This is an optimization exercise on Yosys and OpenROAD, whose aim is small area and a short achievable clock period, not a production implementation. Only simulation tests tie the RTL to the original design; equivalence was not proved.

==> design/flow/design.v <==
module fft(
	input wire			clk,
	input wire			rst_n,
	input wire[16:0]	data_i0_R,
	input wire[16:0]	data_i0_I,
	input wire[16:0]	data_i1_R,
	input wire[16:0]	data_i1_I,
	output reg[16:0]	data_o0_R,
	output reg[16:0]	data_o0_I,
	output reg[16:0]	data_o1_R,
	output reg[16:0]	data_o1_I
);
  reg [2:0] ph;
  reg [1:0] fd;
  wire [2:0] pn = ph + 3'd1;
  wire [1:0] fdn = (ph == 3'd7 && fd != 2'd3) ? fd + 2'd1 : fd;
  reg [3:0] oplus, ominus;
  wire vnext = (fdn == 2'd3) || (fdn == 2'd2 && pn[2]);
  always @(posedge clk or negedge rst_n)
    if (!rst_n) begin ph <= 3'd7; fd <= 2'd0; oplus <= 4'd0; ominus <= 4'd0; end
    else begin ph <= pn; fd <= fdn; oplus <= {4{vnext & pn[2]}}; ominus <= {4{vnext & ~pn[2]}}; end
  reg [16:0] XA0_0_R, XA0_0_I;
  reg [16:0] XA1_0_R, XA1_0_I;
  reg [16:0] XA2_0_R, XA2_0_I;
  reg [16:0] PU_0_R, PU_0_I;
  reg [16:0] PV_0_R, PV_0_I;
  reg [16:0] PP_0_R, PP_0_I;
  reg [16:0] R0_0_R, R0_0_I;
  reg [16:0] R1_0_R, R1_0_I;
  reg [16:0] QP_0_R, QP_0_I;
  reg [16:0] QU_0_R, QU_0_I;
  reg [16:0] M0_0_R, M0_0_I;
  reg [16:0] M1_0_R, M1_0_I;
  reg [16:0] M2_0_R, M2_0_I;
  reg [16:0] M3_0_R, M3_0_I;
  reg [16:0] QT_0_x0, QT_0_x1, QT_0_y0, QT_0_y1;
  reg [16:0] XA0_1_R, XA0_1_I;
  reg [16:0] XA1_1_R, XA1_1_I;
  reg [16:0] XA2_1_R, XA2_1_I;
  reg [16:0] PU_1_R, PU_1_I;
  reg [16:0] PV_1_R, PV_1_I;
  reg [16:0] R0_1_R, R0_1_I;
  reg [16:0] R1_1_R, R1_1_I;
  reg [16:0] QP_1_R, QP_1_I;
  reg [16:0] QU_1_R, QU_1_I;
  reg [16:0] HV_1_R, HV_1_I;
  reg [16:0] M0_1_R, M0_1_I;
  reg [16:0] M1_1_R, M1_1_I;
  reg [16:0] M2_1_R, M2_1_I;
  reg [16:0] M3_1_R, M3_1_I;
  reg [16:0] QT_1_x0, QT_1_x1, QT_1_y0, QT_1_y1;
  reg s_w3a;
  reg s_w3b;
  reg s_Ppin0;
  reg s_mP0;
  reg s_mQ0;
  reg s_Ppin1;
  reg s_mP1;
  reg s_mQ1;
  reg s_XA0_0_R_0;
  reg s_XA0_0_R_1;
  reg s_PU_0_R_0;
  reg s_PU_0_R_1;
  reg s_PU_0_R_2;
  reg s_PV_0_R_0;
  reg s_PV_0_R_1;
  reg s_PV_0_R_2;
  reg s_PP_0_R_0;
  reg s_PP_0_R_1;
  reg s_PP_0_R_2;
  reg s_QP_0_R_0;
  reg s_QP_0_R_1;
  reg s_QP_0_R_2;
  reg s_QU_0_R_0;
  reg s_QU_0_R_1;
  reg s_QU_0_R_2;
  reg s_QU_0_R_3;
  reg s_QU_0_R_4;
  reg s_XA0_0_I_0;
  reg s_XA0_0_I_1;
  reg s_PU_0_I_0;
  reg s_PU_0_I_1;
  reg s_PU_0_I_2;
  reg s_PV_0_I_0;
  reg s_PV_0_I_1;
  reg s_PV_0_I_2;
  reg s_PP_0_I_0;
  reg s_PP_0_I_1;
  reg s_PP_0_I_2;
  reg s_QP_0_I_0;
  reg s_QP_0_I_1;
  reg s_QP_0_I_2;
  reg s_QU_0_I_0;
  reg s_QU_0_I_1;
  reg s_QU_0_I_2;
  reg s_QU_0_I_3;
  reg s_QU_0_I_4;
  reg s_QT_0_x0_0;
  reg s_QT_0_x0_1;
  reg s_QT_0_x0_2;
  reg s_QT_0_x0_3;
  reg s_QT_0_x0_4;
  reg s_QT_0_x0_5;
  reg s_QT_0_x1_0;
  reg s_QT_0_x1_1;
  reg s_QT_0_x1_2;
  reg s_QT_0_x1_3;
  reg s_QT_0_x1_4;
  reg s_QT_0_x1_5;
  reg s_QT_0_y0_0;
  reg s_QT_0_y0_1;
  reg s_QT_0_y0_2;
  reg s_QT_0_y0_3;
  reg s_QT_0_y0_4;
  reg s_QT_0_y0_5;
  reg s_QT_0_y0_6;
  reg s_QT_0_y1_0;
  reg s_QT_0_y1_1;
  reg s_QT_0_y1_2;
  reg s_QT_0_y1_3;
  reg s_QT_0_y1_4;
  reg s_QT_0_y1_5;
  reg s_QT_0_y1_6;
  reg s_XA0_1_R_0;
  reg s_XA0_1_R_1;
  reg s_PU_1_R_0;
  reg s_PU_1_R_1;
  reg s_PU_1_R_2;
  reg s_PV_1_R_0;
  reg s_PV_1_R_1;
  reg s_PV_1_R_2;
  reg s_QP_1_R_0;
  reg s_QP_1_R_1;
  reg s_QP_1_R_2;
  reg s_QP_1_R_3;
  reg s_QP_1_R_4;
  reg s_QU_1_R_0;
  reg s_QU_1_R_1;
  reg s_QU_1_R_2;
  reg s_QU_1_R_3;
  reg s_QU_1_R_4;
  reg s_HV_1_R_0;
  reg s_HV_1_R_1;
  reg s_HV_1_R_2;
  reg s_HV_1_R_3;
  reg s_HV_1_R_4;
  reg s_XA0_1_I_0;
  reg s_XA0_1_I_1;
  reg s_PU_1_I_0;
  reg s_PU_1_I_1;
  reg s_PU_1_I_2;
  reg s_PV_1_I_0;
  reg s_PV_1_I_1;
  reg s_PV_1_I_2;
  reg s_QP_1_I_0;
  reg s_QP_1_I_1;
  reg s_QP_1_I_2;
  reg s_QP_1_I_3;
  reg s_QP_1_I_4;
  reg s_QU_1_I_0;
  reg s_QU_1_I_1;
  reg s_QU_1_I_2;
  reg s_QU_1_I_3;
  reg s_QU_1_I_4;
  reg s_HV_1_I_0;
  reg s_HV_1_I_1;
  reg s_HV_1_I_2;
  reg s_HV_1_I_3;
  reg s_HV_1_I_4;
  reg s_QT_1_x0_0;
  reg s_QT_1_x0_1;
  reg s_QT_1_x0_2;
  reg s_QT_1_x0_3;
  reg s_QT_1_x1_0;
  reg s_QT_1_x1_1;
  reg s_QT_1_x1_2;
  reg s_QT_1_x1_3;
  reg s_QT_1_x1_4;
  reg s_QT_1_x1_5;
  reg s_QT_1_y0_0;
  reg s_QT_1_y0_1;
  reg s_QT_1_y0_2;
  reg s_QT_1_y0_3;
  reg s_QT_1_y0_4;
  reg s_QT_1_y1_0;
  reg s_QT_1_y1_1;
  reg s_QT_1_y1_2;
  reg s_QT_1_y1_3;
  reg s_QT_1_y1_4;
  reg s_QT_1_y1_5;
  wire [16:0] h0rs1 = {{1{QP_0_R[16]}}, QP_0_R[16:1]} ^ {{3{QP_0_R[16]}}, QP_0_R[16:3]} ^ {{4{QP_0_R[16]}}, QP_0_R[16:4]};
  wire [16:0] h0rm2 = (({{1{QP_0_R[16]}}, QP_0_R[16:1]} & {{3{QP_0_R[16]}}, QP_0_R[16:3]}) | ({{1{QP_0_R[16]}}, QP_0_R[16:1]} & {{4{QP_0_R[16]}}, QP_0_R[16:4]}) | ({{3{QP_0_R[16]}}, QP_0_R[16:3]} & {{4{QP_0_R[16]}}, QP_0_R[16:4]}));
  wire [16:0] h0rs3 = h0rs1 ^ {h0rm2[15:0], 1'b0} ^ {{6{QP_0_R[16]}}, QP_0_R[16:6]};
  wire [16:0] h0rm4 = ((h0rs1 & {h0rm2[15:0], 1'b0}) | (h0rs1 & {{6{QP_0_R[16]}}, QP_0_R[16:6]}) | ({h0rm2[15:0], 1'b0} & {{6{QP_0_R[16]}}, QP_0_R[16:6]}));
  wire [16:0] h0rs5 = h0rs3 ^ {h0rm4[15:0], 1'b0} ^ {{8{QP_0_R[16]}}, QP_0_R[16:8]};
  wire [16:0] h0rm6 = ((h0rs3 & {h0rm4[15:0], 1'b0}) | (h0rs3 & {{8{QP_0_R[16]}}, QP_0_R[16:8]}) | ({h0rm4[15:0], 1'b0} & {{8{QP_0_R[16]}}, QP_0_R[16:8]}));
  wire [16:0] h0is7 = {{1{QP_0_I[16]}}, QP_0_I[16:1]} ^ {{3{QP_0_I[16]}}, QP_0_I[16:3]} ^ {{4{QP_0_I[16]}}, QP_0_I[16:4]};
  wire [16:0] h0im8 = (({{1{QP_0_I[16]}}, QP_0_I[16:1]} & {{3{QP_0_I[16]}}, QP_0_I[16:3]}) | ({{1{QP_0_I[16]}}, QP_0_I[16:1]} & {{4{QP_0_I[16]}}, QP_0_I[16:4]}) | ({{3{QP_0_I[16]}}, QP_0_I[16:3]} & {{4{QP_0_I[16]}}, QP_0_I[16:4]}));
  wire [16:0] h0is9 = h0is7 ^ {h0im8[15:0], 1'b0} ^ {{6{QP_0_I[16]}}, QP_0_I[16:6]};
  wire [16:0] h0im10 = ((h0is7 & {h0im8[15:0], 1'b0}) | (h0is7 & {{6{QP_0_I[16]}}, QP_0_I[16:6]}) | ({h0im8[15:0], 1'b0} & {{6{QP_0_I[16]}}, QP_0_I[16:6]}));
  wire [16:0] h0is11 = h0is9 ^ {h0im10[15:0], 1'b0} ^ {{8{QP_0_I[16]}}, QP_0_I[16:8]};
  wire [16:0] h0im12 = ((h0is9 & {h0im10[15:0], 1'b0}) | (h0is9 & {{8{QP_0_I[16]}}, QP_0_I[16:8]}) | ({h0im10[15:0], 1'b0} & {{8{QP_0_I[16]}}, QP_0_I[16:8]}));
  wire [16:0] h0na13 = ~h0rs5;
  wire [16:0] h0nb14 = ~{h0rm6[15:0], 1'b0};
  wire [16:0] h0tras15 = h0rs5 ^ {h0rm6[15:0], 1'b0} ^ h0is11;
  wire [16:0] h0tram16 = ((h0rs5 & {h0rm6[15:0], 1'b0}) | (h0rs5 & h0is11) | ({h0rm6[15:0], 1'b0} & h0is11));
  wire [16:0] h0trbs17 = h0tras15 ^ {h0tram16[15:0], 1'b0} ^ {h0im12[15:0], 1'b0};
  wire [16:0] h0trbm18 = ((h0tras15 & {h0tram16[15:0], 1'b0}) | (h0tras15 & {h0im12[15:0], 1'b0}) | ({h0tram16[15:0], 1'b0} & {h0im12[15:0], 1'b0}));
  wire [16:0] h0tias19 = h0is11 ^ h0na13 ^ h0nb14;
  wire [16:0] h0tiam20 = ((h0is11 & h0na13) | (h0is11 & h0nb14) | (h0na13 & h0nb14));
  wire [16:0] h0tibs21 = h0tias19 ^ {h0tiam20[15:0], 1'b1} ^ ({h0im12[15:0], 1'b0} | 17'd1);
  wire [16:0] h0tibm22 = ((h0tias19 & {h0tiam20[15:0], 1'b1}) | (h0tias19 & ({h0im12[15:0], 1'b0} | 17'd1)) | ({h0tiam20[15:0], 1'b1} & ({h0im12[15:0], 1'b0} | 17'd1)));
  wire [16:0] h1rs23 = {{1{HV_1_R[16]}}, HV_1_R[16:1]} ^ {{3{HV_1_R[16]}}, HV_1_R[16:3]} ^ {{4{HV_1_R[16]}}, HV_1_R[16:4]};
  wire [16:0] h1rm24 = (({{1{HV_1_R[16]}}, HV_1_R[16:1]} & {{3{HV_1_R[16]}}, HV_1_R[16:3]}) | ({{1{HV_1_R[16]}}, HV_1_R[16:1]} & {{4{HV_1_R[16]}}, HV_1_R[16:4]}) | ({{3{HV_1_R[16]}}, HV_1_R[16:3]} & {{4{HV_1_R[16]}}, HV_1_R[16:4]}));
  wire [16:0] h1rs25 = h1rs23 ^ {h1rm24[15:0], 1'b0} ^ {{6{HV_1_R[16]}}, HV_1_R[16:6]};
  wire [16:0] h1rm26 = ((h1rs23 & {h1rm24[15:0], 1'b0}) | (h1rs23 & {{6{HV_1_R[16]}}, HV_1_R[16:6]}) | ({h1rm24[15:0], 1'b0} & {{6{HV_1_R[16]}}, HV_1_R[16:6]}));
  wire [16:0] h1rs27 = h1rs25 ^ {h1rm26[15:0], 1'b0} ^ {{8{HV_1_R[16]}}, HV_1_R[16:8]};
  wire [16:0] h1rm28 = ((h1rs25 & {h1rm26[15:0], 1'b0}) | (h1rs25 & {{8{HV_1_R[16]}}, HV_1_R[16:8]}) | ({h1rm26[15:0], 1'b0} & {{8{HV_1_R[16]}}, HV_1_R[16:8]}));
  wire [16:0] h1is29 = {{1{HV_1_I[16]}}, HV_1_I[16:1]} ^ {{3{HV_1_I[16]}}, HV_1_I[16:3]} ^ {{4{HV_1_I[16]}}, HV_1_I[16:4]};
  wire [16:0] h1im30 = (({{1{HV_1_I[16]}}, HV_1_I[16:1]} & {{3{HV_1_I[16]}}, HV_1_I[16:3]}) | ({{1{HV_1_I[16]}}, HV_1_I[16:1]} & {{4{HV_1_I[16]}}, HV_1_I[16:4]}) | ({{3{HV_1_I[16]}}, HV_1_I[16:3]} & {{4{HV_1_I[16]}}, HV_1_I[16:4]}));
  wire [16:0] h1is31 = h1is29 ^ {h1im30[15:0], 1'b0} ^ {{6{HV_1_I[16]}}, HV_1_I[16:6]};
  wire [16:0] h1im32 = ((h1is29 & {h1im30[15:0], 1'b0}) | (h1is29 & {{6{HV_1_I[16]}}, HV_1_I[16:6]}) | ({h1im30[15:0], 1'b0} & {{6{HV_1_I[16]}}, HV_1_I[16:6]}));
  wire [16:0] h1is33 = h1is31 ^ {h1im32[15:0], 1'b0} ^ {{8{HV_1_I[16]}}, HV_1_I[16:8]};
  wire [16:0] h1im34 = ((h1is31 & {h1im32[15:0], 1'b0}) | (h1is31 & {{8{HV_1_I[16]}}, HV_1_I[16:8]}) | ({h1im32[15:0], 1'b0} & {{8{HV_1_I[16]}}, HV_1_I[16:8]}));
  wire [16:0] h1na35 = ~h1rs27;
  wire [16:0] h1nb36 = ~{h1rm28[15:0], 1'b0};
  wire [16:0] h1tras37 = h1rs27 ^ {h1rm28[15:0], 1'b0} ^ h1is33;
  wire [16:0] h1tram38 = ((h1rs27 & {h1rm28[15:0], 1'b0}) | (h1rs27 & h1is33) | ({h1rm28[15:0], 1'b0} & h1is33));
  wire [16:0] h1trbs39 = h1tras37 ^ {h1tram38[15:0], 1'b0} ^ {h1im34[15:0], 1'b0};
  wire [16:0] h1trbm40 = ((h1tras37 & {h1tram38[15:0], 1'b0}) | (h1tras37 & {h1im34[15:0], 1'b0}) | ({h1tram38[15:0], 1'b0} & {h1im34[15:0], 1'b0}));
  wire [16:0] h1tias41 = h1is33 ^ h1na35 ^ h1nb36;
  wire [16:0] h1tiam42 = ((h1is33 & h1na35) | (h1is33 & h1nb36) | (h1na35 & h1nb36));
  wire [16:0] h1tibs43 = h1tias41 ^ {h1tiam42[15:0], 1'b1} ^ ({h1im34[15:0], 1'b0} | 17'd1);
  wire [16:0] h1tibm44 = ((h1tias41 & {h1tiam42[15:0], 1'b1}) | (h1tias41 & ({h1im34[15:0], 1'b0} | 17'd1)) | ({h1tiam42[15:0], 1'b1} & ({h1im34[15:0], 1'b0} | 17'd1)));
  wire [16:0] cpR = QP_1_R;
  wire [16:0] spR = QP_1_I;
  wire [16:0] cpI = QP_1_I;
  wire [16:0] spI = QP_1_R;
  wire [16:0] ucrs45 = {{1{cpR[16]}}, cpR[16:1]} ^ {{2{cpR[16]}}, cpR[16:2]} ^ {{3{cpR[16]}}, cpR[16:3]};
  wire [16:0] ucrm46 = (({{1{cpR[16]}}, cpR[16:1]} & {{2{cpR[16]}}, cpR[16:2]}) | ({{1{cpR[16]}}, cpR[16:1]} & {{3{cpR[16]}}, cpR[16:3]}) | ({{2{cpR[16]}}, cpR[16:2]} & {{3{cpR[16]}}, cpR[16:3]}));
  wire [16:0] ucrs47 = ucrs45 ^ {ucrm46[15:0], 1'b0} ^ {{5{cpR[16]}}, cpR[16:5]};
  wire [16:0] ucrm48 = ((ucrs45 & {ucrm46[15:0], 1'b0}) | (ucrs45 & {{5{cpR[16]}}, cpR[16:5]}) | ({ucrm46[15:0], 1'b0} & {{5{cpR[16]}}, cpR[16:5]}));
  wire [16:0] ucrs49 = ucrs47 ^ {ucrm48[15:0], 1'b0} ^ {{6{cpR[16]}}, cpR[16:6]};
  wire [16:0] ucrm50 = ((ucrs47 & {ucrm48[15:0], 1'b0}) | (ucrs47 & {{6{cpR[16]}}, cpR[16:6]}) | ({ucrm48[15:0], 1'b0} & {{6{cpR[16]}}, cpR[16:6]}));
  wire [16:0] usrs51 = {{2{spR[16]}}, spR[16:2]} ^ {{3{spR[16]}}, spR[16:3]} ^ {{8{spR[16]}}, spR[16:8]};
  wire [16:0] usrm52 = (({{2{spR[16]}}, spR[16:2]} & {{3{spR[16]}}, spR[16:3]}) | ({{2{spR[16]}}, spR[16:2]} & {{8{spR[16]}}, spR[16:8]}) | ({{3{spR[16]}}, spR[16:3]} & {{8{spR[16]}}, spR[16:8]}));
  wire [16:0] utras53 = ucrs49 ^ {ucrm50[15:0], 1'b0} ^ usrs51;
  wire [16:0] utram54 = ((ucrs49 & {ucrm50[15:0], 1'b0}) | (ucrs49 & usrs51) | ({ucrm50[15:0], 1'b0} & usrs51));
  wire [16:0] utrbs55 = utras53 ^ {utram54[15:0], 1'b0} ^ {usrm52[15:0], 1'b0};
  wire [16:0] utrbm56 = ((utras53 & {utram54[15:0], 1'b0}) | (utras53 & {usrm52[15:0], 1'b0}) | ({utram54[15:0], 1'b0} & {usrm52[15:0], 1'b0}));
  wire [16:0] ucis57 = {{1{cpI[16]}}, cpI[16:1]} ^ {{2{cpI[16]}}, cpI[16:2]} ^ {{3{cpI[16]}}, cpI[16:3]};
  wire [16:0] ucim58 = (({{1{cpI[16]}}, cpI[16:1]} & {{2{cpI[16]}}, cpI[16:2]}) | ({{1{cpI[16]}}, cpI[16:1]} & {{3{cpI[16]}}, cpI[16:3]}) | ({{2{cpI[16]}}, cpI[16:2]} & {{3{cpI[16]}}, cpI[16:3]}));
  wire [16:0] ucis59 = ucis57 ^ {ucim58[15:0], 1'b0} ^ {{5{cpI[16]}}, cpI[16:5]};
  wire [16:0] ucim60 = ((ucis57 & {ucim58[15:0], 1'b0}) | (ucis57 & {{5{cpI[16]}}, cpI[16:5]}) | ({ucim58[15:0], 1'b0} & {{5{cpI[16]}}, cpI[16:5]}));
  wire [16:0] ucis61 = ucis59 ^ {ucim60[15:0], 1'b0} ^ {{6{cpI[16]}}, cpI[16:6]};
  wire [16:0] ucim62 = ((ucis59 & {ucim60[15:0], 1'b0}) | (ucis59 & {{6{cpI[16]}}, cpI[16:6]}) | ({ucim60[15:0], 1'b0} & {{6{cpI[16]}}, cpI[16:6]}));
  wire [16:0] usis63 = {{2{spI[16]}}, spI[16:2]} ^ {{3{spI[16]}}, spI[16:3]} ^ {{8{spI[16]}}, spI[16:8]};
  wire [16:0] usim64 = (({{2{spI[16]}}, spI[16:2]} & {{3{spI[16]}}, spI[16:3]}) | ({{2{spI[16]}}, spI[16:2]} & {{8{spI[16]}}, spI[16:8]}) | ({{3{spI[16]}}, spI[16:3]} & {{8{spI[16]}}, spI[16:8]}));
  wire [16:0] uA65 = ucis61 ^ {17{s_w3b}};
  wire [16:0] uB66 = ({ucim62[15:0], 1'b0} ^ {17{s_w3b}}) | 17'd1;
  wire [16:0] uC67 = usis63 ^ {17{~s_w3b}};
  wire [16:0] uD68 = ({usim64[15:0], 1'b0} ^ {17{~s_w3b}}) | 17'd1;
  wire [16:0] utias69 = uA65 ^ uB66 ^ uC67;
  wire [16:0] utiam70 = ((uA65 & uB66) | (uA65 & uC67) | (uB66 & uC67));
  wire [16:0] utibs71 = utias69 ^ {utiam70[15:0], 1'b1} ^ uD68;
  wire [16:0] utibm72 = ((utias69 & {utiam70[15:0], 1'b1}) | (utias69 & uD68) | ({utiam70[15:0], 1'b1} & uD68));
  wire [16:0] vP0_R = s_Ppin0 ? data_i0_R : PV_0_R;
  wire [16:0] vP0_I = s_Ppin0 ? data_i0_I : PV_0_I;
  wire [16:0] plusP0_R = PU_0_R + vP0_R;
  wire [16:0] minusP0_R = PU_0_R - vP0_R;
  wire [17:0] sumP0_I = {PU_0_I, 1'b1} + {vP0_I, s_mP0};
  wire [17:0] difP0_I = {PU_0_I, 1'b1} + {~vP0_I, ~s_mP0};
  wire [16:0] plusP0_I = sumP0_I[17:1];
  wire [16:0] minusP0_I = difP0_I[17:1];
  wire mQc0 = s_mQ0;
  wire [16:0] nQU_0_R = ~QU_0_R;
  wire [16:0] nQU_0_I = ~QU_0_I;
  wire [16:0] nQTx0_0 = ~QT_0_x0, nQTx1_0 = ~QT_0_x1, nQTy0_0 = ~QT_0_y0, nQTy1_0 = ~QT_0_y1;
  wire nmQc0 = ~mQc0;
  wire [16:0] q0prs73 = QU_0_R ^ QT_0_x0 ^ QT_0_x1;
  wire [16:0] q0prm74 = ((QU_0_R & QT_0_x0) | (QU_0_R & QT_0_x1) | (QT_0_x0 & QT_0_x1));
  wire [16:0] q0mrs75 = QU_0_R ^ nQTx0_0 ^ nQTx1_0;
  wire [16:0] q0mrm76 = ((QU_0_R & nQTx0_0) | (QU_0_R & nQTx1_0) | (nQTx0_0 & nQTx1_0));
  wire [16:0] q0pis77 = QU_0_I ^ QT_0_y0 ^ QT_0_y1;
  wire [16:0] q0pim78 = ((QU_0_I & QT_0_y0) | (QU_0_I & QT_0_y1) | (QT_0_y0 & QT_0_y1));
  wire [16:0] q0mis79 = QU_0_I ^ nQTy0_0 ^ nQTy1_0;
  wire [16:0] q0mim80 = ((QU_0_I & nQTy0_0) | (QU_0_I & nQTy1_0) | (nQTy0_0 & nQTy1_0));
  wire [16:0] plusQ0_R = q0prs73 + {q0prm74[15:0], 1'b0};
  wire [17:0] msumR0 = {q0mrs75, 1'b1} + {{q0mrm76[15:0], 1'b1}, 1'b1};
  wire [16:0] minusQ0_R = msumR0[17:1];
  wire [17:0] ysum0_p = {q0pis77, 1'b1} + {{q0pim78[15:0], mQc0}, mQc0};
  wire [17:0] ysum0_m = {q0mis79, 1'b1} + {{q0mim80[15:0], nmQc0}, nmQc0};
  wire [16:0] plusQ0_I = ysum0_p[17:1];
  wire [16:0] minusQ0_I = ysum0_m[17:1];
  wire [16:0] vP1_R = s_Ppin1 ? data_i1_R : PV_1_R;
  wire [16:0] vP1_I = s_Ppin1 ? data_i1_I : PV_1_I;
  wire [16:0] plusP1_R = PU_1_R + vP1_R;
  wire [16:0] minusP1_R = PU_1_R - vP1_R;
  wire [17:0] sumP1_I = {PU_1_I, 1'b1} + {vP1_I, s_mP1};
  wire [17:0] difP1_I = {PU_1_I, 1'b1} + {~vP1_I, ~s_mP1};
  wire [16:0] plusP1_I = sumP1_I[17:1];
  wire [16:0] minusP1_I = difP1_I[17:1];
  wire mQc1 = s_mQ1;
  wire [16:0] nQU_1_R = ~QU_1_R;
  wire [16:0] nQU_1_I = ~QU_1_I;
  wire [16:0] nQTx0_1 = ~QT_1_x0, nQTx1_1 = ~QT_1_x1, nQTy0_1 = ~QT_1_y0, nQTy1_1 = ~QT_1_y1;
  wire nmQc1 = ~mQc1;
  wire [16:0] q1prs81 = QU_1_R ^ QT_1_x0 ^ QT_1_x1;
  wire [16:0] q1prm82 = ((QU_1_R & QT_1_x0) | (QU_1_R & QT_1_x1) | (QT_1_x0 & QT_1_x1));
  wire [16:0] q1mrs83 = QU_1_R ^ nQTx0_1 ^ nQTx1_1;
  wire [16:0] q1mrm84 = ((QU_1_R & nQTx0_1) | (QU_1_R & nQTx1_1) | (nQTx0_1 & nQTx1_1));
  wire [16:0] q1pis85 = QU_1_I ^ QT_1_y0 ^ QT_1_y1;
  wire [16:0] q1pim86 = ((QU_1_I & QT_1_y0) | (QU_1_I & QT_1_y1) | (QT_1_y0 & QT_1_y1));
  wire [16:0] q1mis87 = QU_1_I ^ nQTy0_1 ^ nQTy1_1;
  wire [16:0] q1mim88 = ((QU_1_I & nQTy0_1) | (QU_1_I & nQTy1_1) | (nQTy0_1 & nQTy1_1));
  wire [16:0] plusQ1_R = q1prs81 + {q1prm82[15:0], 1'b0};
  wire [17:0] msumR1 = {q1mrs83, 1'b1} + {{q1mrm84[15:0], 1'b1}, 1'b1};
  wire [16:0] minusQ1_R = msumR1[17:1];
  wire [17:0] ysum1_p = {q1pis85, 1'b1} + {{q1pim86[15:0], mQc1}, mQc1};
  wire [17:0] ysum1_m = {q1mis87, 1'b1} + {{q1mim88[15:0], nmQc1}, nmQc1};
  wire [16:0] plusQ1_I = ysum1_p[17:1];
  wire [16:0] minusQ1_I = ysum1_m[17:1];
  always @(posedge clk) begin
    s_w3a <= (pn == 3'd4) | (pn == 3'd6);
    s_w3b <= (pn == 3'd4) | (pn == 3'd6);
    s_Ppin0 <= (pn == 3'd4) | (pn == 3'd5) | (pn == 3'd6) | (pn == 3'd7);
    s_mP0 <= (pn == 3'd3);
    s_mQ0 <= (pn == 3'd0) | (pn == 3'd1) | (pn == 3'd3) | (pn == 3'd6) | (pn == 3'd7);
    s_Ppin1 <= (pn == 3'd4) | (pn == 3'd5) | (pn == 3'd6) | (pn == 3'd7);
    s_mP1 <= (pn == 3'd3);
    s_mQ1 <= (pn == 3'd0) | (pn == 3'd1) | (pn == 3'd3) | (pn == 3'd6) | (pn == 3'd7);
    s_XA0_0_R_0 <= (pn == 3'd4) | (pn == 3'd5) | (pn == 3'd6) | (pn == 3'd7);
    s_XA0_0_R_1 <= (pn == 3'd0) | (pn == 3'd1) | (pn == 3'd2) | (pn == 3'd3);
    s_PU_0_R_0 <= (pn == 3'd0) | (pn == 3'd3) | (pn == 3'd4) | (pn == 3'd5) | (pn == 3'd6) | (pn == 3'd7);
    s_PU_0_R_1 <= (pn == 3'd1);
    s_PU_0_R_2 <= (pn == 3'd2);
    s_PV_0_R_0 <= (pn == 3'd0) | (pn == 3'd7);
    s_PV_0_R_1 <= (pn == 3'd1);
    s_PV_0_R_2 <= (pn == 3'd2);
    s_PP_0_R_0 <= (pn == 3'd0) | (pn == 3'd1) | (pn == 3'd2) | (pn == 3'd3);
    s_PP_0_R_1 <= (pn == 3'd4) | (pn == 3'd5) | (pn == 3'd6);
    s_PP_0_R_2 <= (pn == 3'd7);
    s_QP_0_R_0 <= (pn == 3'd0) | (pn == 3'd2) | (pn == 3'd3);
    s_QP_0_R_1 <= (pn == 3'd1);
    s_QP_0_R_2 <= (pn == 3'd4) | (pn == 3'd5) | (pn == 3'd6) | (pn == 3'd7);
    s_QU_0_R_0 <= (pn == 3'd7);
    s_QU_0_R_1 <= (pn == 3'd0);
    s_QU_0_R_2 <= (pn == 3'd1);
    s_QU_0_R_3 <= (pn == 3'd2);
    s_QU_0_R_4 <= (pn == 3'd3) | (pn == 3'd4) | (pn == 3'd5) | (pn == 3'd6);
    s_XA0_0_I_0 <= (pn == 3'd4) | (pn == 3'd5) | (pn == 3'd6) | (pn == 3'd7);
    s_XA0_0_I_1 <= (pn == 3'd0) | (pn == 3'd1) | (pn == 3'd2) | (pn == 3'd3);
    s_PU_0_I_0 <= (pn == 3'd0) | (pn == 3'd3) | (pn == 3'd4) | (pn == 3'd5) | (pn == 3'd6) | (pn == 3'd7);
    s_PU_0_I_1 <= (pn == 3'd1);
    s_PU_0_I_2 <= (pn == 3'd2);
    s_PV_0_I_0 <= (pn == 3'd0) | (pn == 3'd7);
    s_PV_0_I_1 <= (pn == 3'd1);
    s_PV_0_I_2 <= (pn == 3'd2);
    s_PP_0_I_0 <= (pn == 3'd0) | (pn == 3'd1) | (pn == 3'd2) | (pn == 3'd3);
    s_PP_0_I_1 <= (pn == 3'd4) | (pn == 3'd5) | (pn == 3'd6);
    s_PP_0_I_2 <= (pn == 3'd7);
    s_QP_0_I_0 <= (pn == 3'd0) | (pn == 3'd2) | (pn == 3'd3);
    s_QP_0_I_1 <= (pn == 3'd1);
    s_QP_0_I_2 <= (pn == 3'd4) | (pn == 3'd5) | (pn == 3'd6) | (pn == 3'd7);
    s_QU_0_I_0 <= (pn == 3'd7);
    s_QU_0_I_1 <= (pn == 3'd0);
    s_QU_0_I_2 <= (pn == 3'd1);
    s_QU_0_I_3 <= (pn == 3'd2);
    s_QU_0_I_4 <= (pn == 3'd3) | (pn == 3'd4) | (pn == 3'd5) | (pn == 3'd6);
    s_QT_0_x0_0 <= (pn == 3'd1);
    s_QT_0_x0_1 <= (pn == 3'd2);
    s_QT_0_x0_2 <= (pn == 3'd3);
    s_QT_0_x0_3 <= (pn == 3'd4);
    s_QT_0_x0_4 <= (pn == 3'd5);
    s_QT_0_x0_5 <= (pn == 3'd6);
    s_QT_0_x1_0 <= (pn == 3'd7);
    s_QT_0_x1_1 <= (pn == 3'd0);
    s_QT_0_x1_2 <= (pn == 3'd1);
    s_QT_0_x1_3 <= (pn == 3'd2);
    s_QT_0_x1_4 <= (pn == 3'd4);
    s_QT_0_x1_5 <= (pn == 3'd6);
    s_QT_0_y0_0 <= (pn == 3'd1);
    s_QT_0_y0_1 <= (pn == 3'd2);
    s_QT_0_y0_2 <= (pn == 3'd3);
    s_QT_0_y0_3 <= (pn == 3'd4);
    s_QT_0_y0_4 <= (pn == 3'd5);
    s_QT_0_y0_5 <= (pn == 3'd6);
    s_QT_0_y0_6 <= (pn == 3'd0) | (pn == 3'd7);
    s_QT_0_y1_0 <= (pn == 3'd7);
    s_QT_0_y1_1 <= (pn == 3'd0);
    s_QT_0_y1_2 <= (pn == 3'd1);
    s_QT_0_y1_3 <= (pn == 3'd2);
    s_QT_0_y1_4 <= (pn == 3'd4);
    s_QT_0_y1_5 <= (pn == 3'd6);
    s_QT_0_y1_6 <= (pn == 3'd5);
    s_XA0_1_R_0 <= (pn == 3'd4) | (pn == 3'd5) | (pn == 3'd6) | (pn == 3'd7);
    s_XA0_1_R_1 <= (pn == 3'd0) | (pn == 3'd1) | (pn == 3'd2) | (pn == 3'd3);
    s_PU_1_R_0 <= (pn == 3'd0) | (pn == 3'd3) | (pn == 3'd4) | (pn == 3'd5) | (pn == 3'd6) | (pn == 3'd7);
    s_PU_1_R_1 <= (pn == 3'd1);
    s_PU_1_R_2 <= (pn == 3'd2);
    s_PV_1_R_0 <= (pn == 3'd0) | (pn == 3'd7);
    s_PV_1_R_1 <= (pn == 3'd1);
    s_PV_1_R_2 <= (pn == 3'd2);
    s_QP_1_R_0 <= (pn == 3'd0);
    s_QP_1_R_1 <= (pn == 3'd2);
    s_QP_1_R_2 <= (pn == 3'd3);
    s_QP_1_R_3 <= (pn == 3'd4);
    s_QP_1_R_4 <= (pn == 3'd5);
    s_QU_1_R_0 <= (pn == 3'd7);
    s_QU_1_R_1 <= (pn == 3'd0);
    s_QU_1_R_2 <= (pn == 3'd1);
    s_QU_1_R_3 <= (pn == 3'd2);
    s_QU_1_R_4 <= (pn == 3'd3) | (pn == 3'd4) | (pn == 3'd5) | (pn == 3'd6);
    s_HV_1_R_0 <= (pn == 3'd0);
    s_HV_1_R_1 <= (pn == 3'd1);
    s_HV_1_R_2 <= (pn == 3'd2) | (pn == 3'd3);
    s_HV_1_R_3 <= (pn == 3'd4) | (pn == 3'd5) | (pn == 3'd6);
    s_HV_1_R_4 <= (pn == 3'd7);
    s_XA0_1_I_0 <= (pn == 3'd4) | (pn == 3'd5) | (pn == 3'd6) | (pn == 3'd7);
    s_XA0_1_I_1 <= (pn == 3'd0) | (pn == 3'd1) | (pn == 3'd2) | (pn == 3'd3);
    s_PU_1_I_0 <= (pn == 3'd0) | (pn == 3'd3) | (pn == 3'd4) | (pn == 3'd5) | (pn == 3'd6) | (pn == 3'd7);
    s_PU_1_I_1 <= (pn == 3'd1);
    s_PU_1_I_2 <= (pn == 3'd2);
    s_PV_1_I_0 <= (pn == 3'd0) | (pn == 3'd7);
    s_PV_1_I_1 <= (pn == 3'd1);
    s_PV_1_I_2 <= (pn == 3'd2);
    s_QP_1_I_0 <= (pn == 3'd0);
    s_QP_1_I_1 <= (pn == 3'd2);
    s_QP_1_I_2 <= (pn == 3'd3);
    s_QP_1_I_3 <= (pn == 3'd4);
    s_QP_1_I_4 <= (pn == 3'd5);
    s_QU_1_I_0 <= (pn == 3'd7);
    s_QU_1_I_1 <= (pn == 3'd0);
    s_QU_1_I_2 <= (pn == 3'd1);
    s_QU_1_I_3 <= (pn == 3'd2);
    s_QU_1_I_4 <= (pn == 3'd3) | (pn == 3'd4) | (pn == 3'd5) | (pn == 3'd6);
    s_HV_1_I_0 <= (pn == 3'd0);
    s_HV_1_I_1 <= (pn == 3'd1);
    s_HV_1_I_2 <= (pn == 3'd2) | (pn == 3'd3);
    s_HV_1_I_3 <= (pn == 3'd4) | (pn == 3'd5) | (pn == 3'd6);
    s_HV_1_I_4 <= (pn == 3'd7);
    s_QT_1_x0_0 <= (pn == 3'd1);
    s_QT_1_x0_1 <= (pn == 3'd2);
    s_QT_1_x0_2 <= (pn == 3'd3) | (pn == 3'd4);
    s_QT_1_x0_3 <= (pn == 3'd5) | (pn == 3'd6);
    s_QT_1_x1_0 <= (pn == 3'd7);
    s_QT_1_x1_1 <= (pn == 3'd0);
    s_QT_1_x1_2 <= (pn == 3'd1);
    s_QT_1_x1_3 <= (pn == 3'd2);
    s_QT_1_x1_4 <= (pn == 3'd3) | (pn == 3'd4);
    s_QT_1_x1_5 <= (pn == 3'd5) | (pn == 3'd6);
    s_QT_1_y0_0 <= (pn == 3'd1);
    s_QT_1_y0_1 <= (pn == 3'd2);
    s_QT_1_y0_2 <= (pn == 3'd3) | (pn == 3'd4);
    s_QT_1_y0_3 <= (pn == 3'd5) | (pn == 3'd6);
    s_QT_1_y0_4 <= (pn == 3'd0) | (pn == 3'd7);
    s_QT_1_y1_0 <= (pn == 3'd7);
    s_QT_1_y1_1 <= (pn == 3'd0);
    s_QT_1_y1_2 <= (pn == 3'd1);
    s_QT_1_y1_3 <= (pn == 3'd2);
    s_QT_1_y1_4 <= (pn == 3'd3) | (pn == 3'd4);
    s_QT_1_y1_5 <= (pn == 3'd5) | (pn == 3'd6);
    XA0_0_R <= ({17{s_XA0_0_R_0}} & plusP0_R) | ({17{s_XA0_0_R_1}} & data_i0_R);
    XA1_0_R <= XA0_0_R; XA2_0_R <= XA1_0_R;
    PU_0_R <= ({17{s_PU_0_R_0}} & XA2_0_R) | ({17{s_PU_0_R_1}} & PP_0_R) | ({17{s_PU_0_R_2}} & R1_0_R);
    PV_0_R <= ({17{s_PV_0_R_0}} & XA0_0_R) | ({17{s_PV_0_R_1}} & plusP0_R) | ({17{s_PV_0_R_2}} & R0_0_I);
    PP_0_R <= ({17{s_PP_0_R_0}} & plusP0_R) | ({17{s_PP_0_R_1}} & R1_0_R) | ({17{s_PP_0_R_2}} & PP_0_R);
    R0_0_R <= minusP0_R; R1_0_R <= R0_0_R;
    QP_0_R <= ({17{s_QP_0_R_0}} & plusQ0_R) | ({17{s_QP_0_R_1}} & M0_0_R) | ({17{s_QP_0_R_2}} & M1_0_R);
    QU_0_R <= ({17{s_QU_0_R_0}} & R1_0_R) | ({17{s_QU_0_R_1}} & PP_0_R) | ({17{s_QU_0_R_2}} & plusQ0_R) | ({17{s_QU_0_R_3}} & M0_0_R) | ({17{s_QU_0_R_4}} & PP_0_R);
    M0_0_R <= minusQ0_R; M1_0_R <= M0_0_R; M2_0_R <= M1_0_R; M3_0_R <= M2_0_R;
    XA0_0_I <= ({17{s_XA0_0_I_0}} & plusP0_I) | ({17{s_XA0_0_I_1}} & data_i0_I);
    XA1_0_I <= XA0_0_I; XA2_0_I <= XA1_0_I;
    PU_0_I <= ({17{s_PU_0_I_0}} & XA2_0_I) | ({17{s_PU_0_I_1}} & PP_0_I) | ({17{s_PU_0_I_2}} & R1_0_I);
    PV_0_I <= ({17{s_PV_0_I_0}} & XA0_0_I) | ({17{s_PV_0_I_1}} & plusP0_I) | ({17{s_PV_0_I_2}} & (~R0_0_R));
    PP_0_I <= ({17{s_PP_0_I_0}} & plusP0_I) | ({17{s_PP_0_I_1}} & R1_0_I) | ({17{s_PP_0_I_2}} & PP_0_I);
    R0_0_I <= minusP0_I; R1_0_I <= R0_0_I;
    QP_0_I <= ({17{s_QP_0_I_0}} & plusQ0_I) | ({17{s_QP_0_I_1}} & M0_0_I) | ({17{s_QP_0_I_2}} & M1_0_I);
    QU_0_I <= ({17{s_QU_0_I_0}} & R1_0_I) | ({17{s_QU_0_I_1}} & PP_0_I) | ({17{s_QU_0_I_2}} & plusQ0_I) | ({17{s_QU_0_I_3}} & M0_0_I) | ({17{s_QU_0_I_4}} & PP_0_I);
    M0_0_I <= minusQ0_I; M1_0_I <= M0_0_I; M2_0_I <= M1_0_I; M3_0_I <= M2_0_I;
    QT_0_x0 <= ({17{s_QT_0_x0_0}} & h0trbs17) | ({17{s_QT_0_x0_1}} & h0tibs21) | ({17{s_QT_0_x0_2}} & HV_1_R) | ({17{s_QT_0_x0_3}} & h1trbs39) | ({17{s_QT_0_x0_4}} & HV_1_I) | ({17{s_QT_0_x0_5}} & h1tibs43);
    QT_0_x1 <= ({17{s_QT_0_x1_0}} & minusP0_I) | ({17{s_QT_0_x1_1}} & R1_0_I) | ({17{s_QT_0_x1_2}} & {h0trbm18[15:0], 1'b0}) | ({17{s_QT_0_x1_3}} & {h0tibm22[15:0], 1'b0}) | ({17{s_QT_0_x1_4}} & {h1trbm40[15:0], 1'b0}) | ({17{s_QT_0_x1_5}} & {h1tibm44[15:0], 1'b0});
    QT_0_y0 <= ({17{s_QT_0_y0_0}} & h0tibs21) | ({17{s_QT_0_y0_1}} & (~h0trbs17)) | ({17{s_QT_0_y0_2}} & HV_1_I) | ({17{s_QT_0_y0_3}} & h1tibs43) | ({17{s_QT_0_y0_4}} & (~HV_1_R)) | ({17{s_QT_0_y0_5}} & (~h1trbs39)) | ({17{s_QT_0_y0_6}} & 17'h1ffff);
    QT_0_y1 <= ({17{s_QT_0_y1_0}} & (~minusP0_R)) | ({17{s_QT_0_y1_1}} & (~R1_0_R)) | ({17{s_QT_0_y1_2}} & {h0tibm22[15:0], 1'b0}) | ({17{s_QT_0_y1_3}} & (~{h0trbm18[15:0], 1'b0})) | ({17{s_QT_0_y1_4}} & {h1tibm44[15:0], 1'b0}) | ({17{s_QT_0_y1_5}} & (~{h1trbm40[15:0], 1'b0})) | ({17{s_QT_0_y1_6}} & 17'h1ffff);
    XA0_1_R <= ({17{s_XA0_1_R_0}} & plusP1_R) | ({17{s_XA0_1_R_1}} & data_i1_R);
    XA1_1_R <= XA0_1_R; XA2_1_R <= XA1_1_R;
    PU_1_R <= ({17{s_PU_1_R_0}} & XA2_1_R) | ({17{s_PU_1_R_1}} & QP_1_R) | ({17{s_PU_1_R_2}} & R1_1_R);
    PV_1_R <= ({17{s_PV_1_R_0}} & XA0_1_R) | ({17{s_PV_1_R_1}} & plusP1_R) | ({17{s_PV_1_R_2}} & R0_1_I);
    R0_1_R <= minusP1_R; R1_1_R <= R0_1_R;
    QP_1_R <= ({17{s_QP_1_R_0}} & plusP1_R) | ({17{s_QP_1_R_1}} & plusQ1_R) | ({17{s_QP_1_R_2}} & plusQ1_I) | ({17{s_QP_1_R_3}} & M1_1_R) | ({17{s_QP_1_R_4}} & M1_1_I);
    QU_1_R <= ({17{s_QU_1_R_0}} & R1_1_R) | ({17{s_QU_1_R_1}} & HV_1_R) | ({17{s_QU_1_R_2}} & plusQ1_R) | ({17{s_QU_1_R_3}} & M0_1_R) | ({17{s_QU_1_R_4}} & QP_0_R);
    HV_1_R <= ({17{s_HV_1_R_0}} & plusQ1_R) | ({17{s_HV_1_R_1}} & M0_1_R) | ({17{s_HV_1_R_2}} & plusP1_R) | ({17{s_HV_1_R_3}} & R1_1_R) | ({17{s_HV_1_R_4}} & HV_1_R);
    M0_1_R <= minusQ1_R; M1_1_R <= M0_1_R; M2_1_R <= M1_1_R; M3_1_R <= M2_1_R;
    XA0_1_I <= ({17{s_XA0_1_I_0}} & plusP1_I) | ({17{s_XA0_1_I_1}} & data_i1_I);
    XA1_1_I <= XA0_1_I; XA2_1_I <= XA1_1_I;
    PU_1_I <= ({17{s_PU_1_I_0}} & XA2_1_I) | ({17{s_PU_1_I_1}} & QP_1_I) | ({17{s_PU_1_I_2}} & R1_1_I);
    PV_1_I <= ({17{s_PV_1_I_0}} & XA0_1_I) | ({17{s_PV_1_I_1}} & plusP1_I) | ({17{s_PV_1_I_2}} & (~R0_1_R));
    R0_1_I <= minusP1_I; R1_1_I <= R0_1_I;
    QP_1_I <= ({17{s_QP_1_I_0}} & plusP1_I) | ({17{s_QP_1_I_1}} & plusQ1_I) | ({17{s_QP_1_I_2}} & plusQ1_R) | ({17{s_QP_1_I_3}} & M1_1_I) | ({17{s_QP_1_I_4}} & M1_1_R);
    QU_1_I <= ({17{s_QU_1_I_0}} & R1_1_I) | ({17{s_QU_1_I_1}} & HV_1_I) | ({17{s_QU_1_I_2}} & plusQ1_I) | ({17{s_QU_1_I_3}} & M0_1_I) | ({17{s_QU_1_I_4}} & QP_0_I);
    HV_1_I <= ({17{s_HV_1_I_0}} & plusQ1_I) | ({17{s_HV_1_I_1}} & M0_1_I) | ({17{s_HV_1_I_2}} & plusP1_I) | ({17{s_HV_1_I_3}} & R1_1_I) | ({17{s_HV_1_I_4}} & HV_1_I);
    M0_1_I <= minusQ1_I; M1_1_I <= M0_1_I; M2_1_I <= M1_1_I; M3_1_I <= M2_1_I;
    QT_1_x0 <= ({17{s_QT_1_x0_0}} & h1trbs39) | ({17{s_QT_1_x0_1}} & h1tibs43) | ({17{s_QT_1_x0_2}} & utrbs55) | ({17{s_QT_1_x0_3}} & utibs71);
    QT_1_x1 <= ({17{s_QT_1_x1_0}} & minusP1_I) | ({17{s_QT_1_x1_1}} & R1_1_I) | ({17{s_QT_1_x1_2}} & {h1trbm40[15:0], 1'b0}) | ({17{s_QT_1_x1_3}} & {h1tibm44[15:0], 1'b0}) | ({17{s_QT_1_x1_4}} & {utrbm56[15:0], 1'b0}) | ({17{s_QT_1_x1_5}} & {utibm72[15:0], 1'b0});
    QT_1_y0 <= ({17{s_QT_1_y0_0}} & h1tibs43) | ({17{s_QT_1_y0_1}} & (~h1trbs39)) | ({17{s_QT_1_y0_2}} & utibs71) | ({17{s_QT_1_y0_3}} & (~utrbs55)) | ({17{s_QT_1_y0_4}} & 17'h1ffff);
    QT_1_y1 <= ({17{s_QT_1_y1_0}} & (~minusP1_R)) | ({17{s_QT_1_y1_1}} & (~R1_1_R)) | ({17{s_QT_1_y1_2}} & {h1tibm44[15:0], 1'b0}) | ({17{s_QT_1_y1_3}} & (~{h1trbm40[15:0], 1'b0})) | ({17{s_QT_1_y1_4}} & {utibm72[15:0], 1'b0}) | ({17{s_QT_1_y1_5}} & (~{utrbm56[15:0], 1'b0}));
  end
  always @(posedge clk) begin
    data_o0_R <= ({17{oplus[0]}} & plusQ0_R) | ({17{ominus[0]}} & M3_0_R);
    data_o0_I <= ({17{oplus[1]}} & plusQ0_I) | ({17{ominus[1]}} & M3_0_I);
    data_o1_R <= ({17{oplus[2]}} & plusQ1_R) | ({17{ominus[2]}} & M3_1_R);
    data_o1_I <= ({17{oplus[3]}} & plusQ1_I) | ({17{ominus[3]}} & M3_1_I);
  end
endmodule
==> design/flow/run.sh <==
#!/bin/bash
# synth_recipe.tcl (not shown) runs the flow's synth.tcl, then flattens the netlist and writes it again
# the make line also repeats each setting of config.mk as NAME=value (left out here)
make -C /OpenROAD-flow-scripts/flow DESIGN_CONFIG=/design/flow/config.mk WORK_HOME=/design/flow/orfs CLKGATE_MAP_FILE= SYNTH_SCRIPT=/design/flow/synth_recipe.tcl finish
==> design/flow/config.mk <==
export PLATFORM = sky130hd
export DESIGN_NAME = fft
export DESIGN_NICKNAME = fft
export VERILOG_FILES = /design/flow/design.v
export SDC_FILE = /design/flow/constraint.sdc
export NUM_CORES = 8
export LEC_CHECK = 0
export CAP_MARGIN = 20
export CORE_MARGIN = 2
export CORE_UTILIZATION = 50
export CTS_CLUSTER_DIAMETER = 100
export CTS_CLUSTER_SIZE = 20
export SETUP_SLACK_MARGIN = 3.6
export SLEW_MARGIN = 20
==> design/flow/constraint.sdc <==
create_clock -name core_clock -period 7.5 [get_ports {clk}]
set_input_delay 1.5000 -clock core_clock [delete_from_list [all_inputs] [get_ports {clk}]]
set_output_delay 1.5000 -clock core_clock [all_outputs]
set_load 0.01 [all_outputs]
==> impl_metrics.py, run 1 <==
metrics = {
    "outcome": {
        "status": "finished clean",
    },
    "critical_path": {
        "path_cells": "buf_4 -> fa_1 -> inv_1 -> fa_2 -> xnor2_2 -> xnor2_2 -> buf_4 -> buf_4 -> ha_1 -> nor2_1 -> fa_2 -> a222oi_1 -> o221ai_1 -> o21bai_1",
        "worstRegToRegCells": 14,
        "cp.arrival_ns": 4.61,
        "worstPathMaxFanout": 5,
        "critPathSlowestCell": "fa_1",
        "cp_num_cells": 14,
        "cp_common_cell": "buf_4",
        "start_kind": "register",
        "end_kind": "register",
        "max_stage_delay_ns": 0.55,
        "cpLargestDelayFamily": "adder cells",
        "crit_buf_inv": 4,
        "cp.required_ns": 8.08,
        "crit_type": "register to register",
    },
    "worst_hold_path": {
        "hold_class": "register to register",
        "hold_path_depth": 0,
    },
    "logic_synthesis": {
        "syn-num-nets": 7321,
        "synth-xor-area-share": 0.0534,
        "synth_top_family_by_area": "adder cells",
        "synth_top_area_frac": 0.366,
        "synth_area_leaders": "dfxtp_1 (37%), fa_1 (16%), ha_1 (6.2%)",
        "synth_area_per_cell_sq_um": 10.0,
        "yosys.area_share.simple": 0.0826,
        "synth_compound_area_frac": 0.188,
        "synth_cell_types": 93,
        "synthAdderAreaFrac": 0.225,
        "async_flop_share": 0.00592,
        "synth_edf_count": 0,
        "muxShareOfSynthArea": 0.0133,
        "ys_seq_elements": 1183,
        "yosysSeqAreaShare": 0.369,
        "synth_ff_type": "dfxtp_1",
        "yosys_warnings": 1,
        "synthCells": 6408,
        "synth_area_leader_cell": "dfxtp_1",
        "syn_area_sq_um": 64300,
    },
    "global_routing": {
        "grt_pass1_wl_um": 346000,
        "first_global_vias": 49100,
        "track_usage": 0.367,
        "antenna_found_initial": 24,
        "grt-ovfl-total": 0,
        "grt_max_degree": 154,
    },
    "clocking": {
        "clock-root-buffer": "clkbuf_16",
        "numCtsBuffers": 73,
        "cts.sinks": 1183,
        "clk_pin_slew_ns": 0.09,
        "h-tree-depth": 3,
        "cts_tree": "yes",
        "hold_buffers": 0,
        "cts_buffer_depth": 3,
        "clk_latency_ns": 0.72,
    },
    "detailed_routing": {
        "drc_errors": 0,
        "ant_nets": 0,
        "postRouteWirelength_um": 244000,
        "wl_per_cell_um": 29.8,
        "via_count": 51400,
        "dr.pass1.iters": 8,
        "drtIter0Drc": 7244,
        "routed_via_density": 6.27,
    },
    "placement": {
        "place.gp.congestion": 1.01,
        "place_ws_ns": 2.57,
        "port_buffers": 137,
        "hpwl_um": 183000,
    },
    "floorplan": {
        "die_w_um": 363,
        "core_sq_um": 128000,
        "ios": 138,
        "die-area_sq_um": 131000,
        "dieHeight_um": 363,
        "rows": 131,
        "initial_core_util": 0.504,
    },
    "timing": {
        "post-route-period-util": 0.537,
        "relSlewSlack": 0.203,
        "hold_violations": 0,
        "setup_viol": 0,
        "min_period_ns": 4.03,
        "setup_tns_ns": 0,
        "finalClockSkew_ns": 0.0348,
        "final_max_slew_viol_count": 0,
        "rsz0062_at_grt": "yes",
        "max_freq_mhz": 248,
        "worstMarginPinSlew_ns": 1.20,
        "worst_slack_ns": 3.47,
    },
    "flow_run": {
        "cap_violations": 0,
    },
    "finish": {
        "area_delta_synth_final_pct": 11.7,
        "layout.nets": 7419,
        "drive_gt1_frac": 0.107,
    },
}
## cell usage after synthesis (14+ instances only)
cell,n
o21a_1,45
nand2_1,420
nor3_1,83
mux2i_1,81
nor2b_1,48
a22oi_1,164
a222oi_1,255
clkbuf_1,272
a22o_1,123
or3_1,46
o2111ai_1,15
xor2_1,135
o21bai_1,39
a221o_1,53
o22ai_1,84
a21o_1,53
ha_1,321
a221oi_1,32
a31oi_1,22
o211ai_1,60
or4_1,15
o221ai_1,32
nand2b_1,42
xnor2_1,257
nand4_1,18
nor4_1,15
a211o_1,19
or2_2,25
a211oi_1,40
o31ai_1,24
buf_1,46
and3_1,24
a21oi_1,203
fa_1,522
nand3_1,132
nor2_1,243
o21ai_1,20
o21ai_0,182
dfxtp_1,1176
and2_1,14
inv_1,842
## worst paths after layout
path | startpoint | end | slack, ns
max | HV_1_I[11] | QT_1_y1[12] | 3.47
min | M2_1_R[1] | M3_1_R[1] | 0.32
max reg2reg | HV_1_I[11] | QT_1_y1[12] | 3.47
min reg2reg | M2_1_R[1] | M3_1_R[1] | 0.32
max in group asynchronous | rst_n | ph[2] | 6.10
min in group asynchronous | rst_n | ominus[0] | 1.08
## timing repair
action                                  4_1_cts  5_1_grt
endpoints found under the setup margin      249      210
pin swaps                                    55      107
endpoints found under the hold margin         0        0
setup buffers                                56       82
resized for setup                           208      210
## cells in the final DEF (no fill, tap or decap), types with 174 or more instances in the layout
| master | Yosys | final |
|---|---|---|
| ha_1 | 321 | 304 |
| dfxtp_1 | 1176 | 1082 |
| nor2_1 | 243 | 242 |
| a222oi_1 | 255 | 255 |
| a21oi_1 | 203 | 200 |
| inv_1 | 842 | 800 |
| buf_4 | 1 | 190 |
| xnor2_1 | 257 | 233 |
| o21ai_0 | 182 | 174 |
| fa_1 | 522 | 489 |
| nand2_1 | 420 | 418 |
## worst reg2reg max path, cell delays in order (launching register included)
cell and delay [ns]:
dfxtp_4 0.41, buf_4 0.17, fa_1 0.55, inv_1 0.06, fa_2 0.54, xnor2_2 0.13
xnor2_2 0.16, buf_4 0.15, buf_4 0.10, ha_1 0.13, nor2_1 0.06, fa_2 0.39
a222oi_1 0.52, o221ai_1 0.32, o21bai_1 0.23
## cells by family after synthesis
family	count (synthesis)
AO/OA/AOI/OAI	1583
flip-flops	1183
buffers and inverters	1175
AND/OR/NAND/NOR	1147
adder cells (fa/ha/maj)	843
XOR/XNOR	392
multiplexers	85
## cell type report
class,count,area [sq um]
multi-input combinational,4050,37300
clock inverter,10,161
inverter,846,3200
tap,1662,2080
clock buffer,83,1910
fill,11300,55700
sequential,1183,24000
timing repair buffer,352,3180
antenna,4,10.0
## metrics by stage
stage          utilization  area, sq um  std cells  hold slack, ns
2_1_floorplan            -        64300       6408           0.310
3_3_place_gp         0.527        67200       7955           0.310
3_5_place_dp         0.527        67200       7955           0.312
4_1_cts              0.551        70300       8104           0.320
5_1_grt              0.563        71800       8186           0.316
6_report             0.563        71800       8190           0.323
## routing by layer
layer | global-route usage | wire length, um | up-vias
met4 | 0.157 | 11800 | 6
li1 | - | - | 22400
met3 | 0.121 | 31800 | 467
met1 | 0.511 | 101000 | 25700
met2 | 0.517 | 99500 | 2817
met5 | 0 | 46 | -
==> run 2, diff against run 1 <==
--- a/design/flow/config.mk
+++ b/design/flow/config.mk
@@ -10,5 +10,5 @@
 export CORE_UTILIZATION = 50
 export CTS_CLUSTER_DIAMETER = 100
 export CTS_CLUSTER_SIZE = 20
-export SETUP_SLACK_MARGIN = 3.6
+export SETUP_SLACK_MARGIN = 3.7
 export SLEW_MARGIN = 20
==> impl_metrics.py, run 2 <==
metrics = {
    "critical_path": {
        "worstPathMaxFanout": 5,
        "cp.required_ns": 8.10,
        "max_stage_delay_ns": 0.57,
        "critPathSlowestCell": "fa_1",
        "end_kind": "register",
        "start_kind": "register",
        "cp.arrival_ns": 4.70,
        "crit_type": "register to register",
        "regToRegSetupSlack_ns": 3.40,
        "path_cells": "buf_6 -> fa_1 -> inv_2 -> fa_2 -> fa_1 -> inv_2 -> fa_2 -> inv_2 -> fa_2 -> a222oi_1 -> or4b_4",
    },
    "timing": {
        "setup_viol": 0,
        "worstMarginPinSlew_ns": 1.23,
        "finalClockSkew_ns": 0.0336,
        "rsz0062_at_grt": "yes",
        "final_max_slew_viol_count": 0,
        "relSlewSlack": 0.172,
        "holdWs_ns": 0.306,
        "min_period_ns": 4.10,
        "max_freq_mhz": 244,
        "setup_tns_ns": 0,
        "hold_violations": 0,
        "post-route-period-util": 0.546,
    },
    "global_routing": {
        "first_global_vias": 49100,
        "grt_max_degree": 187,
        "grt-ovfl-total": 0,
        "track_usage": 0.366,
        "antenna_found_initial": 29,
        "grt_pass1_wl_um": 346000,
    },
    "outcome": {
        "status": "finished clean",
    },
    "placement": {
        "hpwl_um": 184000,
        "place.gp.congestion": 1.00,
        "port_buffers": 137,
        "placed_area_sq_um": 67100,
    },
    "flow_run": {
        "cap_violations": 0,
    },
    "logic_synthesis": {
        "synth_cell_types": 93,
        "synth-xor-area-share": 0.0534,
        "async_flop_share": 0.00592,
        "yosysSeqAreaShare": 0.369,
        "yosys_warnings": 1,
        "synth_edf_count": 0,
        "synth_common_cells": "dfxtp_1 (1176), inv_1 (842), fa_1 (522), nand2_1 (420), ha_1 (321)",
        "syn-num-nets": 7321,
        "synthCells": 6408,
        "muxShareOfSynthArea": 0.0133,
        "synth_top_area_frac": 0.366,
        "yosysMostFrequentCell": "dfxtp_1",
        "ys_seq_elements": 1183,
        "synth_top_family_by_area": "adder cells",
        "synth_ff_type": "dfxtp_1",
        "synth_area_leader_cell": "dfxtp_1",
        "syn_area_sq_um": 64300,
        "synth_area_leaders": "dfxtp_1 (37%), fa_1 (16%), ha_1 (6.2%)",
        "synth_area_per_cell_sq_um": 10.0,
        "yosys.area_share.simple": 0.0826,
        "synthAdderAreaFrac": 0.225,
        "synth_compound_area_frac": 0.188,
    },
    "clocking": {
        "numCtsBuffers": 71,
        "clock-root-buffer": "clkbuf_16",
        "cts.sinks": 1183,
        "clk_pin_slew_ns": 0.09,
        "clk_latency_ns": 0.73,
        "cts_tree": "yes",
        "cts_buffer_depth": 3,
        "h-tree-depth": 3,
    },
    "finish": {
        "layout_common_cells": "dfxtp_1 (1071), inv_1 (792), fa_1 (484), nand2_1 (415), ha_1 (288)",
        "stdcell_area_sq_um": 72700,
        "regArea_sq_um": 24000,
        "area_delta_synth_final_pct": 13.0,
        "multi_input_area_sq_um": 37800,
        "fillers": 11100,
        "drive_gt1_frac": 0.127,
        "layout.nets": 7461,
        "final_common_cell": "dfxtp_1",
    },
    "floorplan": {
        "die-area_sq_um": 131000,
        "dieHeight_um": 363,
        "initial_core_util": 0.504,
        "rows": 131,
        "die_w_um": 363,
        "ios": 138,
        "core_sq_um": 128000,
    },
    "detailed_routing": {
        "drtIter0Drc": 7230,
        "via_count": 51500,
        "routed_via_density": 6.25,
        "ant_nets": 0,
        "drc_errors": 0,
        "postRouteWirelength_um": 246000,
        "wl_per_cell_um": 29.8,
        "dr.pass1.iters": 10,
    },
    "worst_hold_path": {
        "hold_class": "register to register",
    },
}
[run 2: path summary, 6_finish.rpt]
path	start	to	cells after the start
max in group asynchronous	rst_n	ph[2]	1
min in group asynchronous	rst_n	fd[1]	1
hold reg to reg	M2_1_I[2]	M3_1_I[2]	0
hold / removal	M2_1_I[2]	M3_1_I[2]	0
setup / recovery	HV_1_I[12]	QT_0_y0[9]	11
setup reg to reg	HV_1_I[12]	QT_0_y0[9]	11
[run 2: cell type report]
cell class,count,area share
multi-input cells,4050,0.520
clock buffers,79,0.0251
repair buffers,396,0.0488
clock inverters,10,0.00157
flip-flops and latches,1183,0.331
well taps,1662,0.0286
diodes,14,0.000482
inverters,846,0.0444
[run 2: metrics by stage]
stage / cells / util / setup WS (ns)
after CTS: 8146 / 0.556 / 3.49
after detailed placement: 7948 / 0.526 / 2.54
after floorplan: 6408 / - / 3.64
after global placement: 7948 / 0.526 / 2.59
final: 8240 / 0.570 / 3.40
after global routing: 8229 / 0.570 / 3.40
[run 2: metal layers]
metal | GRT usage | vias up | routed length [um]
li1 | - | 22500 | -
met1 | 0.507 | 25800 | 101000
met2 | 0.522 | 2741 | 102000
met3 | 0.120 | 468 | 30500
met4 | 0.158 | 10 | 12200
met5 | 0 | - | 63
[run 2: what timing repair did]
action,4_1_cts,5_1_grt
endpoints found under the setup margin,240,222
gates resized for setup,287,272
cloned,0,0
pin swaps,86,139
setup buffers,109,80
hold buffers,0,0
[run 2: worst max-delay path: cells and delay by family (launching register included)]
family	cells	cell delay [ns]
AND/OR/NAND/NOR	1	0.52
AO/OA/AOI/OAI	1	0.29
adder cells (fa/ha/maj)	5	2.44
buffers and inverters	4	0.29
flip-flops	1	0.41
[run 2: kinds of logic (layout without fill, tap and decap cells)]
family / Yosys count / count (layout)
flops: 1183 / 1183
mux: 85 / 85
compound gates: 1583 / 1583
fa+ha+maj: 843 / 843
buf+inv: 1175 / 1331
simple gates: 1147 / 1147
other cells: 0 / 14
xor+xnor: 392 / 392
==> run 3, diff against run 2 <==
--- a/design/flow/config.mk
+++ b/design/flow/config.mk
@@ -8,7 +8,7 @@
 export CAP_MARGIN = 20
 export CORE_MARGIN = 2
 export CORE_UTILIZATION = 50
-export CTS_CLUSTER_DIAMETER = 100
-export CTS_CLUSTER_SIZE = 20
-export SETUP_SLACK_MARGIN = 3.7
+export CTS_CLUSTER_DIAMETER = 120
+export CTS_CLUSTER_SIZE = 18
+export SETUP_SLACK_MARGIN = 3.5
 export SLEW_MARGIN = 20
==> impl_metrics.py, run 3 <==
metrics = {
    "placement": {
        "port_buffers": 137,
        "place_ws_ns": 2.55,
        "place.gp.congestion": 1.02,
    },
    "logic_synthesis": {
        "synth_cell_types": 93,
        "yosys_warnings": 1,
        "yosysMostFrequentCell": "dfxtp_1",
        "synthCells": 6408,
        "synth_area_leaders": "dfxtp_1 (37%), fa_1 (16%), ha_1 (6.2%)",
        "async_flop_share": 0.00592,
        "synth_common_cells": "dfxtp_1 (1176), inv_1 (842), fa_1 (522), nand2_1 (420), ha_1 (321)",
        "ys_seq_elements": 1183,
        "synth_edf_count": 0,
        "syn-num-nets": 7321,
        "syn_area_sq_um": 64300,
    },
    "floorplan": {
        "ios": 138,
        "dieHeight_um": 363,
        "rows": 131,
        "die-area_sq_um": 131000,
        "core_sq_um": 128000,
    },
    "timing": {
        "post-route-period-util": 0.546,
        "min_period_ns": 4.10,
        "hold_violations": 0,
        "setup_tns_ns": 0,
        "max_freq_mhz": 244,
        "relSlewSlack": 0.184,
        "finalClockSkew_ns": 0.0407,
    },
    "critical_path": {
        "regToRegSetupSlack_ns": 3.40,
        "cp.required_ns": 8.10,
        "end_kind": "register",
        "cp.arrival_ns": 4.70,
    },
    "detailed_routing": {
        "dr.pass1.iters": 10,
        "postRouteWirelength_um": 247000,
        "drc_errors": 0,
    },
    "outcome": {
        "status": "finished clean",
    },
    "clocking": {
        "clk_pin_slew_ns": 0.08,
        "cts_buffer_depth": 3,
        "numCtsBuffers": 76,
    },
    "flow_run": {
        "cap_violations": 0,
    },
    "finish": {
        "final_common_cell": "dfxtp_1",
        "final_util": 0.557,
        "layout.nets": 7379,
    },
    "global_routing": {
        "antenna_found_initial": 20,
    },
}
[run 3: cell counts after synthesis]
No cell type changed its count.
[run 3: timing repair]
item                                    CTS  global route
pin swaps                                19            67
cloned                                    1             0
resized for setup                       130           171
setup buffers                            33            60
hold buffers                              0             0
endpoints found under the setup margin  178           149
[run 3: area by class of cell]
cell class | count | share of cell area
Multi-Input combinational cell | 4050 | 0.520
Sequential cell | 1183 | 0.337
Inverter | 846 | 0.0449
Timing Repair Buffer | 309 | 0.0400
Tap cell | 1662 | 0.0293
Clock buffer | 81 | 0.0273
Clock inverter | 6 | 0.00125
Antenna cell | 9 | 0.000317
[run 3: cells by family (layout without fill, tap and decap cells)]
| kind of cell | Yosys count | count (layout) | synth area share |
|---|---|---|---|
| AOI/OAI and AO/OA | 1583 | 1583 | 0.188 |
| DFF | 1183 | 1183 | 0.369 |
| buffers and inverters | 1175 | 1242 | 0.0689 |
| and+or+nand+nor | 1147 | 1147 | 0.0826 |
| adders and majority gates | 843 | 843 | 0.225 |
| xor gates and xnor gates | 392 | 392 | 0.0534 |
| muxes | 85 | 85 | 0.0133 |
| other | 0 | 9 | 0 |
[run 3: how the worst min path moves through the flow]
stage | startpoint | endpoint | slack (ns) | depth (start not counted)
2_1_floorplan | M2_0_I[0] | M3_0_I[0] | 0.31 | 0
6_report | XA1_0_I[2] | XA2_0_I[2] | 0.32 | 0
3_3_place_gp | M2_1_I[1] | M3_1_I[1] | 0.31 | 0
4_1_cts | M2_0_R[16] | M3_0_R[16] | 0.32 | 0
3_5_place_dp | M2_0_I[8] | M3_0_I[8] | 0.31 | 0
5_1_grt | XA1_0_R[16] | XA2_0_R[16] | 0.33 | 0
[run 3: critical path, stage by stage, from the launching register on]
cell,delay [ns]
dfxtp_4,0.39
buf_6,0.14
fa_1,0.51
inv_1,0.06
fa_1,0.49
xnor2_2,0.23
xnor2_2,0.16
fa_1,0.45
inv_2,0.10
fa_2,0.21
inv_1,0.08
a222oi_1,0.59
o221ai_1,0.32
o21bai_1,0.23
[run 3: routing by layer]
metal / vias up / global-route usage / part of all wire
li1: 22300 / - / -
met1: 25400 / 0.523 / 0.41
met2: 2997 / 0.514 / 0.40
met3: 449 / 0.118 / 0.13
met4: 6 / 0.157 / 0.047
met5: - / 0 / 0.00020
[run 3: stage by stage]
stage / hold WS (ns) / instances / instance area (sq um)
final: 0.322 / 8146 / 71000
after global routing: 0.326 / 8137 / 71000
after detailed placement: 0.312 / 7956 / 67200
after global placement: 0.310 / 7956 / 67100
after floorplan: 0.310 / 6408 / 64300
after CTS: 0.318 / 8077 / 69900

what the ideal ports hide:
The results above use ideal ports. As a check the final layouts listed here were re-extracted and re-timed, cells and wires unchanged. Step 1: set_driving_cell puts a clkbuf_16 on clk and a buf_2 on each other input, an assumption about the parent block. Step 2 also shifts input and output timing later by t, the mid clock arrival at the registers, as if the neighbouring blocks saw the same clock. Three values: no drivers, after step 1, after step 2; two values: the first two.
run	shift t [ns]	slack for setup (ns)	worst slew at a driven data input, ns	cell pins on the clock port's net
run 1	0.784	3.474 / 3.474 / 2.879	0.07	1
run 2	0.800	3.403 / 3.403 / 2.915	0.09	1
run 3	0.796	3.404 / 3.404 / 2.747	0.08	1
After both steps setup and hold are still met in every run listed. For run 3, which loses most, drivers alone change the setup slack by 0.000 ns; drivers and shift together by -0.657 ns.
